Context: an optimization exercise on an open-source flow, tuned for small area, a short achievable clock period and few clock cycles. The choices shown serve that exercise and are no tape-out recipe. Function was checked by simulation only, so behaviour that the tests miss may differ from the original. Power and IR drop assume default switching activity.

==> design/flow/design.v <==
module circle_xtest(input logic [7:0] xc, input logic [7:0] off, input logic sub,
                    input logic [7:0] lo, input logic [7:0] hi,
                    output logic [7:0] x, output logic pass);
  logic [9:0] X;
  assign X = sub ? ({2'b00, xc} - {2'b00, off}) : ({2'b00, xc} + {2'b00, off});
  assign x = X[7:0];
  assign pass = ($signed(X) >= 0) && ($signed(X) <= 159) &&
                ($signed(X[7:0]) >= $signed(lo)) && ($signed(X[7:0]) <= $signed(hi));
endmodule
module circle_ytest(input logic [6:0] yc, input logic [7:0] off, input logic sub,
                    input logic [7:0] lo, input logic [7:0] hi,
                    output logic [6:0] y, output logic pass);
  logic [9:0] Y;
  assign Y = sub ? ({3'b000, yc} - {2'b00, off}) : ({3'b000, yc} + {2'b00, off});
  assign y = Y[6:0];
  assign pass = ($signed(Y) >= 0) && ($signed(Y) <= 119) &&
                ({1'b0, Y[6:0]} >= lo) && ({1'b0, Y[6:0]} <= hi);
endmodule
module reuleaux(input logic clk, input logic rst_n, input logic [2:0] colour,
                input logic [7:0] centre_x, input logic [6:0] centre_y, input logic [7:0] diameter,
                input logic start, output logic done,
                output logic [7:0] vga_x, output logic [6:0] vga_y,
                output logic [2:0] vga_colour, output logic vga_plot);
localparam IDLE = 2'd0;
localparam RUN  = 2'd1;
localparam FIN  = 2'd2;
localparam DONE = 2'd3;
logic [1:0] state;
logic [1:0] ci;                  
logic [7:0] cx, d;
logic [6:0] cy;
logic [2:0] col;
logic [7:0] ox, oy;              
logic [9:0] crit;                
logic [2:0] ptr;                 
logic [7:0] px;
logic [6:0] py;
logic plot_r, done_r;
assign vga_x = px;
assign vga_y = py;
assign vga_colour = col;
assign vga_plot = plot_r;
assign done = done_r;
logic [21:0] prod;
logic [7:0] h3, h6;
assign prod = {14'd0, d} * 22'd9459;
assign h3 = prod[21:14];
assign h6 = {1'b0, h3[7:1]};
logic [7:0] x1, x2, x3, y1, y3, y1d;
logic [8:0] x1w, x2w;
assign x1w = {1'b0, cx} + {2'b00, d[7:1]};
assign x2w = {1'b0, cx} - {2'b00, d[7:1]};
assign x1 = x1w[7:0];
assign x2 = x2w[7:0];
assign x3 = cx;
assign y1 = {1'b0, cy} + h6;
assign y3 = {1'b0, cy} - h3;
assign y1d = y1 + d;
logic e1, e2, e3;
assign e1 = x3[7] || (y3 > y1) || (y3 > 8'd119);
assign e2 = ($signed(x3) > $signed(x1)) || (y3 > y1) || (y3 > 8'd119);
assign e3 = ($signed(x2) > $signed(x1)) || (y3 > y1d) || (y3 > 8'd119);
logic nowrap;
assign nowrap = !x1w[8] && !x2w[8];
logic [7:0] xc, xlo, xhi, yhi;
logic [6:0] yc;
always_comb begin
  case (ci)
    2'd0: begin xc = x1; yc = y1[6:0]; xlo = 8'd0; xhi = x3; yhi = y1; end
    2'd1: begin xc = x2; yc = y1[6:0]; xlo = x3;   xhi = x1; yhi = y1; end
    default: begin xc = x3; yc = y3[6:0]; xlo = x2; xhi = x1; yhi = y1d; end
  endcase
end
logic [7:0] xa, xb, xcc, xd;
logic [6:0] ya, yb, ycc, yd;
logic pxa, pxb, pxc, pxd, pya, pyb, pyc, pyd;
circle_xtest tx_a(.xc(xc), .off(ox), .sub(1'b0), .lo(xlo), .hi(xhi), .x(xa),  .pass(pxa));
circle_xtest tx_b(.xc(xc), .off(ox), .sub(1'b1), .lo(xlo), .hi(xhi), .x(xb),  .pass(pxb));
circle_xtest tx_c(.xc(xc), .off(oy), .sub(1'b0), .lo(xlo), .hi(xhi), .x(xcc), .pass(pxc));
circle_xtest tx_d(.xc(xc), .off(oy), .sub(1'b1), .lo(xlo), .hi(xhi), .x(xd),  .pass(pxd));
circle_ytest ty_a(.yc(yc), .off(oy), .sub(1'b0), .lo(y3), .hi(yhi), .y(ya),  .pass(pya));
circle_ytest ty_b(.yc(yc), .off(oy), .sub(1'b1), .lo(y3), .hi(yhi), .y(yb),  .pass(pyb));
circle_ytest ty_c(.yc(yc), .off(ox), .sub(1'b0), .lo(y3), .hi(yhi), .y(ycc), .pass(pyc));
circle_ytest ty_d(.yc(yc), .off(ox), .sub(1'b1), .lo(y3), .hi(yhi), .y(yd),  .pass(pyd));
logic [7:0] mask, avail;
assign mask = {pxc & pyd, pxa & pyb, pxd & pyd, pxb & pyb,
               pxd & pyc, pxb & pya, pxc & pyc, pxa & pya};
assign avail = mask & (8'hFF << ptr);
logic [2:0] sel;
logic any, last;
always_comb begin
  sel = 3'd0;
  for (int i = 7; i >= 0; i--) if (avail[i]) sel = 3'(i);
end
assign any = |avail;
assign last = (avail & ~(8'd1 << sel)) == 8'd0;
logic [7:0] sx;
logic [6:0] sy;
always_comb begin
  case (sel)
    3'd0: begin sx = xa;  sy = ya;  end
    3'd1: begin sx = xcc; sy = ycc; end
    3'd2: begin sx = xb;  sy = ya;  end
    3'd3: begin sx = xd;  sy = ycc; end
    3'd4: begin sx = xb;  sy = yb;  end
    3'd5: begin sx = xd;  sy = yd;  end
    3'd6: begin sx = xa;  sy = yb;  end
    default: begin sx = xcc; sy = yd; end
  endcase
end
logic dec, cont, skip;
logic [8:0] oy_n;
logic [8:0] ox_n;
logic [9:0] crit_n;
assign dec = !crit[9] || (&crit);
assign oy_n = {1'b0, oy} + 9'd1;
assign ox_n = {1'b0, ox} - {8'd0, dec};
assign crit_n = dec ? crit + {oy_n, 1'b0} - {ox_n, 1'b0} + 10'd1
                    : crit + {oy_n, 1'b0} + 10'd1;
always_comb begin
  case (ci)
    2'd0: skip = e1;
    2'd1: skip = e2;
    default: skip = e3;
  endcase
end
assign cont = !skip && ($signed({1'b0, oy_n}) <= $signed({ox_n[8], ox_n})) &&
              !(ci == 2'd2 && nowrap && oy_n > {1'b0, d[7:1]});
logic [1:0] ci_nx;
logic fin_nx;
always_comb begin
  fin_nx = 1'b0;
  ci_nx = 2'd2;
  if (ci == 2'd0 && !e2) ci_nx = 2'd1;
  else if (ci != 2'd2 && !e3) ci_nx = 2'd2;
  else fin_nx = 1'b1;
end
logic adv;
assign adv = skip || !any || last;
always_ff @(posedge clk or negedge rst_n) begin
  if (!rst_n) begin
    state <= IDLE;
    plot_r <= 1'b0;
    done_r <= 1'b0;
  end else begin
    case (state)
      IDLE: if (start) state <= RUN;
      RUN: begin
        plot_r <= any && !skip;
        if (adv && !cont && fin_nx) begin
          if (any && !skip) state <= FIN;
          else begin state <= DONE; done_r <= 1'b1; end
        end
      end
      FIN: begin state <= DONE; plot_r <= 1'b0; done_r <= 1'b1; end
      default: ;
    endcase
  end
end
always_ff @(posedge clk) begin
  if (state == IDLE) begin
    cx <= centre_x;
    cy <= centre_y;
    d <= diameter;
    col <= colour;
    ci <= 2'd0;
    ox <= diameter;
    oy <= 8'd0;
    crit <= {2'b11, ~diameter};
    ptr <= 3'd0;
  end else if (state == RUN) begin
    px <= sx;
    py <= sy;
    if (adv) begin
      ptr <= 3'd0;
      if (cont) begin
        ox <= ox_n[7:0];
        oy <= oy_n[7:0];
        crit <= crit_n;
      end else begin
        ci <= ci_nx;
        ox <= d;
        oy <= 8'd0;
        crit <= {2'b11, ~d};
      end
    end else begin
      ptr <= sel + 3'd1;
    end
  end
end
endmodule
==> design/flow/run.sh <==
#!/bin/bash
# synth_recipe.tcl (not shown) runs the flow's synth.tcl, then flattens the netlist and writes it again
# the make line also repeats each setting of config.mk as NAME=value (left out here)
make -C /OpenROAD-flow-scripts/flow DESIGN_CONFIG=/design/flow/config.mk WORK_HOME=/design/flow/orfs CLKGATE_MAP_FILE= SYNTH_SCRIPT=/design/flow/synth_recipe.tcl finish
==> design/flow/config.mk <==
export PLATFORM = sky130hd
export DESIGN_NAME = reuleaux
export DESIGN_NICKNAME = reuleaux
export VERILOG_FILES = /design/flow/design.v
export SDC_FILE = /design/flow/constraint.sdc
export NUM_CORES = 4
export LEC_CHECK = 0
export CAP_MARGIN = 20
export CORE_MARGIN = 2
export CORE_UTILIZATION = 40
export SLEW_MARGIN = 20
==> design/flow/constraint.sdc <==
create_clock -name core_clock -period 34.0 [get_ports {clk}]
set_input_delay 6.8000 -clock core_clock [delete_from_list [all_inputs] [get_ports {clk}]]
set_output_delay 6.8000 -clock core_clock [all_outputs]
set_load 0.01 [all_outputs]
==> qor.csv <==
metric;value;unit
Clock Skew;0.0140;ns
Main synth FF type;edfxtp_1;
Worst-path clk slew;0.07;ns
Global Route Usage Sum;0.259;
initial antenna violation count;0;
critical path class;reg2reg;
DRT iter0 DRCs;958;
final hold vios;0;
number of synthesized flops with an enable pin;57;
Synth area leaders;ha_1, edfxtp_1, fa_1, inv_1, a21oi_1;
FF+latch count, synth;76;
Hold WC Path Type;reg2reg;
vias in the first global route;13700;
via count;13900;
max incr delay on CP;0.80;ns
clock buffer depth;2;
Slew HR;0.312;
average cell area after synthesis;8.40;sq um
RePlAce Congestion;0.952;
Ys Warns;1;
final antenna diode count;0;
post_cts resized;0;
Synth Area in XOR/XNOR;0.0627;
Post-Syn Instances;1829;
fin area;16700;sq um
clk sinks;76;
num rows;71;
Hold Buf Count CTS;0;
Clk Latency, worst-skew pair;0.38;ns
Pwr Density;13.0;nW/um^2
postcts setup bufs;0;
total grt overflow;0;
CTS Root Cell;clkbuf_16;
async set-reset flop share out of synthesis;0.0526;
# H-tree levels;3;
crit path time final;12.89;ns
post-DP HPWL;41300;microns
DIE WIDTH;200;microns
area leader, netlist;ha_1;
I/O pin count;49;
largest net degree at the start of global routing;72;
Setup WS pre-CTS;21.05;ns
Die Area;40000;sq um
crit-path max FO;24;
simple logic cell fraction of the synthesized area;0.159;
TritonCTS Buffers;9;
complex-gate fraction of the synthesized area;0.229;
Final Util;0.442;
status;timing/DRC/antenna clean;
area of the core;37800;sq um
area added between synthesis and finish;8.67;%
worst reg2reg setup slack;21.11;ns
Max Fclk;77.6;MHz
Critical Path RT;33.96;ns
Yosys cell types;92;
drt pass-1 iters;5;
proportion of synthesized area in mux cells;0.0208;
Cell Area, Placed;16300;sq um
WP data arrival;12.85;ns
Mapped Area;15400;sq um
Final ANT Viol Nets;0;
Post-Synth Adder-Cell Area;0.335;
sequential area share after synthesis;0.138;
peak supply drop;0.0251;mV
max cap viols;0;
CP Capture Type;flip-flop;
chip height;200;microns
Slew @ Worst Pin;1.03;ns
share of post-route cells with drive strength above 1;0.0329;
CP max stage cell;nor4b_1;
via density per instance;5.88;
most used cell, CP;a21oi_1;
Buffers on Ports;48;
unrepaired setup endpoints after global routing;no;
first-pass GRT wire length;78900;microns
final worst slack;21.11;ns
Initial Util;0.407;
DRC viols;0;
WL/cell;21.1;microns
Setup TNS Final;0;ns
Worst setup SP type;flip-flop;
Pleak;0.00758;uW
final net count;2269;
TritonCTS clock tree;done;
final WL;50000;microns
largest family of logic cells by synthesized area;adder cells;
area fraction of the dominant cell type after synthesis;0.288;
Syn Nets;2247;
fin crit share;0.379;
Slew Viols, Final;0;
# setup viols final;0;
## critical path, delay by kind of cell, from the launching register on
family | cells | cell delay (ns)
compound gates | 17 | 3.19
xor+xnor | 3 | 0.61
fa+ha+maj | 9 | 3.71
buf+inv | 5 | 0.77
flops | 1 | 0.67
simple gates | 13 | 3.48
## cell type report
class                   instances  area, sq um
well taps                     511          639
multi-input cells            1528        12400
clock buffers                  10          229
repair buffers                 58          571
inverters                     178          668
fillers                      3765        21100
clock inverters                 6         95.1
flip-flops and latches         76         2110
## metrics by stage
step | instances | hold slack (ns) | power, uW
2_1_floorplan | 1829 | 0.477 | 101
3_3_place_gp | 2349 | 0.507 | 104
3_5_place_dp | 2349 | 0.515 | 105
4_1_cts | 2365 | 0.527 | 219
5_1_grt | 2367 | 0.554 | 222
6_report | 2367 | 0.533 | 217
## layer usage
metal  track usage  part of all wire
met1         0.354              0.46
met2         0.434              0.46
met3        0.0346             0.058
met4        0.0634             0.022
met5             0                 0
## logic make-up after synthesis
kind of cell,count (synthesis)
XOR/XNOR,109
flip-flops,76
multiplexers,30
adder cells (fa/ha/maj),389
buffers and inverters,225
AND/OR/NAND/NOR,486
AO/OA/AOI/OAI,514
## cells in the mapped netlist, types with 17 or more instances
master    number
nor2_1       132
nor3_1        24
o21a_1        38
nand2b_1      45
and2_1        17
a211oi_1      21
mux2i_1       18
ha_1         353
o21bai_1      18
clkbuf_1      33
nand3_1       40
a21o_1        44
o211ai_1      18
inv_1        175
nand2_1       97
o21ai_0       96
xor2_1        43
a21oi_1      120
fa_1          36
nor2b_1       37
nand4_1       22
xnor2_1       65
edfxtp_1      57
## report_power, final
part	switching (uW)	leakage (uW)	internal (uW)
sequential	0	0.000673	98.9
clock	49.1	0.000158	65.2
combinational	0.745	0.00675	2.81
total	49.8	0.00758	167
## cells in the final DEF, fill, tap and decap left out, types with 9 or more instances in the layout
cell type and instances:
a21oi_1 120, a21o_1 44, a31oi_1 10, a2111oi_0 9, dfxtp_1 15, clkdlybuf4s50_1 48
and3_1 13, nand2b_1 45, nor2b_1 37, o22ai_1 13, nor3_1 24, o21a_1 38
xnor2_1 65, xor2_1 43, o211ai_1 18, fa_1 36, nand3_1 40, a211o_1 16
inv_1 175, clkbuf_16 9, o21ai_0 96, and2_1 17, mux2i_1 18, ha_1 352
a211oi_1 21, o21bai_1 18, nor2_1 132, edfxtp_1 57, mux2_2 9, a22oi_1 10
nor4_1 10, nand4_1 22, nand2_1 97
## state kept, by name (all words and copies together) (netlist names)
| name | flops |
|---|---|
| done_r | 1 |
| cy | 7 |
| oy | 8 |
| cx | 8 |
| d | 8 |
| col | 3 |
| state | 2 |
| py | 7 |
| plot_r | 1 |
| px | 8 |
| ox | 8 |
| ci | 2 |
| crit | 10 |
| ptr | 3 |
## path summary, 6_finish.rpt
check                           startpoint  endpoint  depth (start not counted)
worst max-delay path                  d[5]     ox[0]                         47
worst min-delay path                ptr[2]    ptr[2]                          2
worst max register to register        d[5]     ox[0]                         47
worst min register to register      ptr[2]    ptr[2]                          2
max in group asynchronous            rst_n    done_r                          1
min in group asynchronous            rst_n    plot_r                          1
Testbench counts, summed over its fixed seeds: cycles 35,328.

## what the ideal ports hide
The results above use ideal ports. As a check the final layout listed here was re-extracted and re-timed, cells and wires unchanged.
Step 1 sets driving cells, clkbuf_16 on the clock port and buf_2 on the other inputs (assumed; they add their load-dependent delay and slew).
Step 2 times the ports against the registers' clock, not the clock port: input delays grow and output delays shrink by t, the midpoint of the rising clock arrivals with the driver on.
Slacks: no drivers / after step 1 / after step 2; pairs: no drivers / after step 1.
shift t [ns]: 0.426
setup WS [ns]: 21.111 / 21.111 / 21.111
hold slack, ns: 0.533 / 0.533 / 0.533
After both steps setup and hold are still met in this run. For this run, drivers alone change the setup slack by 0.000 ns; drivers and shift together by 0.000 ns.
